From an optimization exercise on the open Yosys and OpenROAD flow, aimed at small area, a short achievable clock period and few clock cycles per item; shortcuts taken in it are not production practice.
At most, simulation tests tie the RTL to the original design; equivalence was not proved.
Power is estimated from default activity; no workload was simulated.

==> run a <==
## multiply_32
module multiply_32 #(parameter N=32) (clk, reset, enable, multiplier, multiplicand, ready, product_upper, product_lower);
clock: 14.0 ns
lec_check: 0
cap_margin: 20
core_margin: 2
core_utilization: 40
slew_margin: 20
synth_hierarchical: 1
synth_minimum_keep_size: 0
standard.sh (not shown) runs the stock make flow with config.mk's settings and CLKGATE_MAP_FILE= SYNTH_SCRIPT=/design/flow/synth_recipe.tcl, a recipe that flattens the netlist after the stock synthesis.
==> flow/flow/run.sh <==
#!/bin/bash
set -e
export BUFFER_PORTS_ARGS="-buffer_cell sky130_fd_sc_hd__buf_2"
export SKIP_BUFFER_REMOVAL=1
export SETUP_SLACK_MARGIN=7.5
bash standard.sh > standard.log 2>&1
==> run b (differences from run a) <==
CORE_UTILIZATION = 60   (was 40)
CTS_BUF_LIST = sky130_fd_sc_hd__clkbuf_4 sky130_fd_sc_hd__clkbuf_8   (was not set)
PLACE_DENSITY = 0.7   (was not set)
==> run notes <==
quantity	run b	run a
Post-layout minimum cycle time	6810 ps	6610 ps
Post_cts resized	149	180
Global-route wire length before repair	168,000 um	177,000 um
Post-layout total power	0.0104 W	0.0103 W
Area fraction of clock buffers and clock inverters	0.0108	0.0156
Antenna diode count	1	0
Horizontal extent of the die	226 um	276 um
Avg Vias per Cell	7.01	6.18
Layout overhead on the synthesized area	27.3%	27.5%
Core box area	48,700 um2	73,000 um2
Tap Cells	664	959
WL met2	50,600 um	56,200 um
Non-clk bufs	480	429
Psw	0.00546 W	0.00533 W
Proportion of total power due to net switching	0.526	0.517
IR drop worst, VDD	0.000197 V	0.000301 V
Pre-CTS WS	6030 ps	6150 ps
CP Data Required Time	14,220 ps	14,170 ps
Row cnt	81	99
Count of placed standard cells in the final layout, fillers left out	3,635	3,878
Run status	timing/DRC/antenna clean	timing/DRC/antenna clean
Number of setup buffers added after CTS	60	76
Peak fanout along the critical path	6	8
Function was not checked in any run of this note: the RTL went through the layout flow alone.

==> 08-19 <==
Another version of the RTL of multiply_32 (not shown whole).
clock: 14.0 ns
lec_check: 0
cap_margin: 0
core_margin: 2
core_utilization: 60
cts_buf_list: sky130_fd_sc_hd__clkbuf_4 sky130_fd_sc_hd__clkbuf_8
place_density: 0.7
slew_margin: 0
synth_hierarchical: 1
synth_minimum_keep_size: 0
Scripts as last shown in full above: flow/flow/run.sh
==> inputs of 08-04, as changes to 08-19 <==
==> flow/flow/run.sh (replaced) <==
#!/bin/bash
set -e
export DONT_BUFFER_PORTS=1
export PRE_GLOBAL_PLACE_TCL=$PWD/flow/io_buffers.tcl
export SETUP_SLACK_MARGIN=7.5
bash standard.sh > standard.log 2>&1
==> flow/flow/io_buffers.tcl (new file) <==
buffer_ports -inputs -buffer_cell sky130_fd_sc_hd__buf_6
buffer_ports -outputs -buffer_cell sky130_fd_sc_hd__buf_2
- CAP_MARGIN: 0 -> 20
- CORE_UTILIZATION: 60 -> 40
- CTS_BUF_LIST: sky130_fd_sc_hd__clkbuf_4 sky130_fd_sc_hd__clkbuf_8 -> unset
- PLACE_DENSITY: 0.7 -> unset
- SLEW_MARGIN: 0 -> 20
==> inputs of 07-26, as changes to 08-19 <==
- CAP_MARGIN: 0 -> 20
- CORE_UTILIZATION: 60 -> 40
- CTS_BUF_LIST: sky130_fd_sc_hd__clkbuf_4 sky130_fd_sc_hd__clkbuf_8 -> unset
- PLACE_DENSITY: 0.7 -> unset
- SLEW_MARGIN: 0 -> 20
==> inputs of 07-10, as changes to 08-19 <==
==> flow/flow/run.sh (replaced) <==
#!/bin/bash
set -e
export BUFFER_PORTS_ARGS="-buffer_cell sky130_fd_sc_hd__buf_2"
export SKIP_BUFFER_REMOVAL=1
export SETUP_SLACK_MARGIN=7.8
bash standard.sh > standard.log 2>&1
- CAP_MARGIN: 0 -> 20
- CTS_BUF_LIST: sky130_fd_sc_hd__clkbuf_4 sky130_fd_sc_hd__clkbuf_8 -> sky130_fd_sc_hd__clkbuf_8 sky130_fd_sc_hd__clkbuf_16
- SLEW_MARGIN: 0 -> 20
==> run notes <==
|  | 07-10 | 08-04 | 07-26 | 08-19 |
|---|---|---|---|---|
| First-pass GRT wire length | 178,000 um | 157,000 um | 160,000 um | 153,000 um |
| Total Routed Length | 126,000 um | 104,000 um | 114,000 um | 101,000 um |
| Standard cell core area | 0.0523 sq mm | 0.0787 sq mm | 0.0787 sq mm | 0.0523 sq mm |
| Run status | timing/DRC/antenna clean | timing/DRC/antenna clean | timing/DRC/antenna clean | timing/DRC/antenna clean |
| Buffer and inverter count on the worst path | 3 | 0 | 3 | 1 |
| Vias per inst | 6.81 | 5.66 | 5.73 | 6.41 |
| Detailed Place HPWL | 71,200 um | 72,900 um | 72,100 um | 71,400 um |
| Die Height | 234 um | 285 um | 285 um | 234 um |
| Met1 usage | 53.7% | 33.9% | 34.1% | 48.8% |
| RePlAce Congestion | 0.955 | 0.901 | 0.924 | 0.932 |
| Worst setup slack before clock tree synthesis | 6.50 ns | 7.29 ns | 6.45 ns | 6.50 ns |
| Starting utilization of the core area | 60.5% | 40.2% | 40.2% | 60.5% |
| Synthesis-to-layout area growth | 15.5% | -0.285% | 9.11% | 1.58% |
| DRT iter0 DRCs | 4,090 | 2,020 | 2,450 | 2,420 |
| Pin count of the biggest net entering global routing | 71 | 124 | 67 | 74 |
| Setup slack of the worst register-to-register path | 13.39 ns | 13.35 ns | 13.40 ns | 13.39 ns |
Testbench counts of 08-19, summed over its fixed seeds: cycles 2,400, items 2,400.
Testbench counts of 08-04, summed over its fixed seeds: cycles 2,400, items 2,400.
Testbench counts of 07-26, summed over its fixed seeds: cycles 2,400, items 2,400.
Testbench counts of 07-10, summed over its fixed seeds: cycles 2,400, items 2,400.

==> v36 <==
Starting RTL as in the previous note.
Settings: LEC_CHECK=0, CAP_MARGIN=20, CORE_MARGIN=2, CORE_UTILIZATION=60, CTS_BUF_LIST=sky130_fd_sc_hd__clkbuf_4 sky130_fd_sc_hd__clkbuf_8, GPL_TIMING_DRIVEN=0, PLACE_DENSITY=0.7, SLEW_MARGIN=20, SYNTH_HIERARCHICAL=1, SYNTH_MINIMUM_KEEP_SIZE=0; clock period 14.0 ns.
==> flow/flow/run.sh <==
#!/bin/bash
set -e
export BUFFER_PORTS_ARGS="-buffer_cell sky130_fd_sc_hd__buf_2"
export SKIP_BUFFER_REMOVAL=1
export SETUP_SLACK_MARGIN=7.5
bash standard.sh > standard.log 2>&1
==> v30: changes against v36 <==
==> flow/flow/run.sh (replaced) <==
#!/bin/bash
set -e
export BUFFER_PORTS_ARGS="-buffer_cell sky130_fd_sc_hd__buf_2"
export SKIP_BUFFER_REMOVAL=1
export SETUP_SLACK_MARGIN=8.5
bash standard.sh > standard.log 2>&1
CORE_UTILIZATION = 40   (was 60)
CTS_BUF_LIST = default   (was sky130_fd_sc_hd__clkbuf_4 sky130_fd_sc_hd__clkbuf_8)
GPL_TIMING_DRIVEN = default   (was 0)
PLACE_DENSITY = default   (was 0.7)
==> v32: changes against v36 <==
==> flow/flow/run.sh (replaced) <==
#!/bin/bash
set -e
export DONT_BUFFER_PORTS=1
export PRE_GLOBAL_PLACE_TCL=$PWD/flow/io_buffers.tcl
bash standard.sh > standard.log 2>&1
==> flow/flow/io_buffers.tcl (new file) <==
buffer_ports -inputs -buffer_cell sky130_fd_sc_hd__buf_6
buffer_ports -outputs -buffer_cell sky130_fd_sc_hd__buf_2
CORE_UTILIZATION = 40   (was 60)
CTS_BUF_LIST = default   (was sky130_fd_sc_hd__clkbuf_4 sky130_fd_sc_hd__clkbuf_8)
GPL_TIMING_DRIVEN = default   (was 0)
PLACE_DENSITY = default   (was 0.7)
==> v15: changes against v36 <==
CORE_UTILIZATION = 50   (was 60)
GPL_TIMING_DRIVEN = default   (was 0)
PLACE_DENSITY = 0.65   (was 0.7)
==> notes <==
v15 went through all stages and came out clean. v32 went through all stages and came out clean. v30 ran to the end with no violations. v36 passed the timing, DRC and antenna checks. Worst setup slack, highest first: v36, v30, v15, v32. Sequential share of layout area: v32 > v15 > v36 > v30. The lowest via count belongs to v32, the highest to v30. Clock power, highest first: v32, v30, v15, v36.
Testbench counts of v36, summed over its fixed seeds: cycles 2,400, items 2,400.
Testbench counts of v30, summed over its fixed seeds: cycles 2,400, items 2,400.
Testbench counts of v32, summed over its fixed seeds: cycles 2,400, items 2,400.
Testbench counts of v15, summed over its fixed seeds: cycles 2,400, items 2,400.

==> 06-17 <==
multiply_32 again, from the RTL that the note above started with.
==> flow/config.mk <==
export PLATFORM = sky130hd
export DESIGN_NAME = multiply_32
export DESIGN_NICKNAME = multiply_32
export VERILOG_FILES = /design/flow/design.v
export SDC_FILE = /design/flow/constraint.sdc
export NUM_CORES = 4
export LEC_CHECK = 0
export CAP_MARGIN = 20
export CORE_MARGIN = 2
export CORE_UTILIZATION = 70
export CTS_BUF_LIST = sky130_fd_sc_hd__clkbuf_4 sky130_fd_sc_hd__clkbuf_8
export PLACE_DENSITY = 0.8
export SLEW_MARGIN = 20
export SYNTH_HIERARCHICAL = 1
export SYNTH_MINIMUM_KEEP_SIZE = 0
==> flow/constraint.sdc <==
create_clock -name core_clock -period 14.0 [get_ports {clk}]
set_input_delay 2.8000 -clock core_clock [delete_from_list [all_inputs] [get_ports {clk}]]
set_output_delay 2.8000 -clock core_clock [all_outputs]
set_load 0.01 [all_outputs]
==> flow/flow/run.sh <==
#!/bin/bash
set -e
export BUFFER_PORTS_ARGS="-buffer_cell sky130_fd_sc_hd__buf_2"
export SKIP_BUFFER_REMOVAL=1
export SETUP_SLACK_MARGIN=7.5
bash standard.sh > standard.log 2>&1
==> inputs of 08-28, as changes to 06-17 <==
==> flow/flow/run.sh (replaced) <==
#!/bin/bash
set -e
export BUFFER_PORTS_ARGS="-buffer_cell sky130_fd_sc_hd__buf_2"
export SKIP_BUFFER_REMOVAL=1
export SETUP_SLACK_MARGIN=7.3
bash standard.sh > standard.log 2>&1
--- a/flow/config.mk
+++ b/flow/config.mk
@@ -9,5 +9,5 @@
 export CORE_MARGIN = 2
-export CORE_UTILIZATION = 70
+export CORE_UTILIZATION = 60
 export CTS_BUF_LIST = sky130_fd_sc_hd__clkbuf_4 sky130_fd_sc_hd__clkbuf_8
-export PLACE_DENSITY = 0.8
+export PLACE_DENSITY = 0.7
 export SLEW_MARGIN = 20
==> inputs of 02-10, as changes to 06-17 <==
--- a/flow/config.mk
+++ b/flow/config.mk
@@ -9,5 +9,5 @@
 export CORE_MARGIN = 2
-export CORE_UTILIZATION = 70
+export CORE_UTILIZATION = 60
 export CTS_BUF_LIST = sky130_fd_sc_hd__clkbuf_4 sky130_fd_sc_hd__clkbuf_8
-export PLACE_DENSITY = 0.8
+export PLACE_DENSITY = 0.7
 export SLEW_MARGIN = 20
==> results.py <==
metrics = {
    "grt": {
        "use_met2": 0.593,
    },
    "finish": {
        "clock_area_frac": 0.0124,
        "fin_cells": 3519,
    },
    "power_and_ir_drop": {
        "pwr_density_cell_mw_per_mm2": 258,
        "pg_comb_mw": 6.84,
        "p_comb_frac": 0.824,
    },
    "run_status": {
        "outcome": "complete, no violations",
    },
    "critical_path": {
        "path_depth": 9,
        "path_cells": "buf_6, nand2_1, fa_1, fa_1, fa_1, fa_1, fa_1, fa_1, fa_1",
    },
    "sta": {
        "tightest_slew_ns": 0.750,
    },
}
Source of the figures above: 02-10

==> results.py <==
metrics = {
    "run_status": {
        "outcome": "complete, no violations",
    },
    "critical_path": {
        "path_depth": 11,
        "path_cells": "fa_1, nand2_1, nand2_1, nor2_2, nand2_1, nor2_1, nand2_1, o21ai_4, a21oi_2, xnor2_1, buf_2",
    },
    "power_and_ir_drop": {
        "pg_comb_mw": 7.21,
        "p_comb_frac": 0.829,
        "pwr_density_cell_mw_per_mm2": 262,
    },
    "finish": {
        "fin_cells": 3442,
        "clock_area_frac": 0.0116,
    },
    "grt": {
        "use_met2": 0.658,
    },
    "sta": {
        "tightest_slew_ns": 0.991,
    },
}
Source of the figures above: 06-17

==> results.py <==
metrics = {
    "power_and_ir_drop": {
        "p_comb_frac": 0.827,
        "pwr_density_cell_mw_per_mm2": 265,
    },
    "finish": {
        "clock_area_frac": 0.0124,
        "seq_share": 0.116,
        "fin_cells": 3517,
    },
    "placed_design": {
        "io_buffers": 131,
    },
    "cts": {
        "postCtsHoldBufs": 0,
    },
    "sta": {
        "tightest_slew_ns": 0.789,
    },
    "grt": {
        "use_met2": 0.610,
    },
    "critical_path": {
        "path_cells": "clkbuf_8, nand2_1, fa_1, fa_1, fa_1, fa_1, fa_1, fa_1, fa_1",
        "path_depth": 9,
    },
    "run_status": {
        "outcome": "complete, no violations",
    },
}
Source of the figures above: 08-28

Testbench counts of 06-17, summed over its fixed seeds: cycles 2,400, items 2,400.
Testbench counts of 08-28, summed over its fixed seeds: cycles 2,400, items 2,400.
Testbench counts of 02-10, summed over its fixed seeds: cycles 2,400, items 2,400.

==> static timing again, ports no longer ideal <==
Ports are ideal in the flow. The routed layouts listed here were re-timed in OpenROAD.
Step 1: set_driving_cell puts a clkbuf_16 on clk and a buf_2 on each other input, an assumption about the parent block.
Step 2, shift: input delay + t, output delay - t, t = (earliest + latest rising clock arrival at the registers) / 2. This alone moves slack from input paths to output paths.
a / b / c = ideal / step 1 / step 2; a / b = the first two.
run | shift t [ns] | setup slack, ns | hold slack, ns | worst register clock-pin slew, ns | max-slew violations | max-capacitance violations | cell pins on the clock port's net
run a | 0.487 | 7.393 / 7.398 / 6.911 | 0.478 / 0.478 / 0.478 | 0.06 / 0.06 | 0 / 0 | 0 / 0 | 1
run b | 0.530 | 7.187 / 7.208 / 6.678 | 0.484 / 0.484 / 0.484 | 0.10 / 0.10 | 0 / 0 | 0 / 0 | 1
08-19 | 0.619 | 7.477 / 7.475 / 6.856 | 0.482 / 0.482 / 0.482 | 0.10 / 0.10 | 0 / 0 | 0 / 0 | 1
08-04 | 0.542 | 7.631 / 6.848 / 6.306 | 0.553 / 0.554 / 0.554 | 0.08 / 0.08 | 0 / 124 | 0 / 1 | 1
07-26 | 0.549 | 7.532 / 7.524 / 6.975 | 0.477 / 0.477 / 0.477 | 0.07 / 0.07 | 0 / 0 | 0 / 0 | 1
07-10 | 0.561 | 7.535 / 7.381 / 6.820 | 0.485 / 0.485 / 0.485 | 0.07 / 0.07 | 0 / 0 | 0 / 0 | 1
v36 | 0.610 | 7.467 / 7.458 / 6.886 | 0.484 / 0.484 / 0.484 | 0.10 / 0.10 | 0 / 0 | 0 / 0 | 1
v30 | 0.522 | 7.425 / 7.290 / 6.768 | 0.480 / 0.480 / 0.480 | 0.08 / 0.08 | 0 / 0 | 0 / 0 | 1
v32 | 0.502 | 6.992 / 6.768 / 6.267 | 0.555 / 0.555 / 0.555 | 0.07 / 0.07 | 0 / 124 | 0 / 1 | 1
v15 | 0.627 | 7.396 / 7.385 / 6.758 | 0.491 / 0.491 / 0.491 | 0.11 / 0.11 | 0 / 0 | 0 / 0 | 1
06-17 | 0.613 | 7.398 / 7.288 / 6.675 | 0.488 / 0.488 / 0.488 | 0.12 / 0.12 | 0 / 0 | 0 / 0 | 1
08-28 | 0.605 | 7.307 / 7.328 / 6.723 | 0.484 / 0.484 / 0.484 | 0.10 / 0.10 | 0 / 0 | 0 / 0 | 1
02-10 | 0.619 | 7.477 / 7.475 / 6.856 | 0.482 / 0.482 / 0.482 | 0.10 / 0.10 | 0 / 0 | 0 / 0 | 1
After both steps every run listed still meets setup and hold. With drivers on, slew violations rise in 08-04 and v32. The drivers bring new capacitance violations in 08-04 and v32. The setup slack of 08-04, which loses most, moves by -0.783 ns with the drivers and by -1.325 ns with both steps.
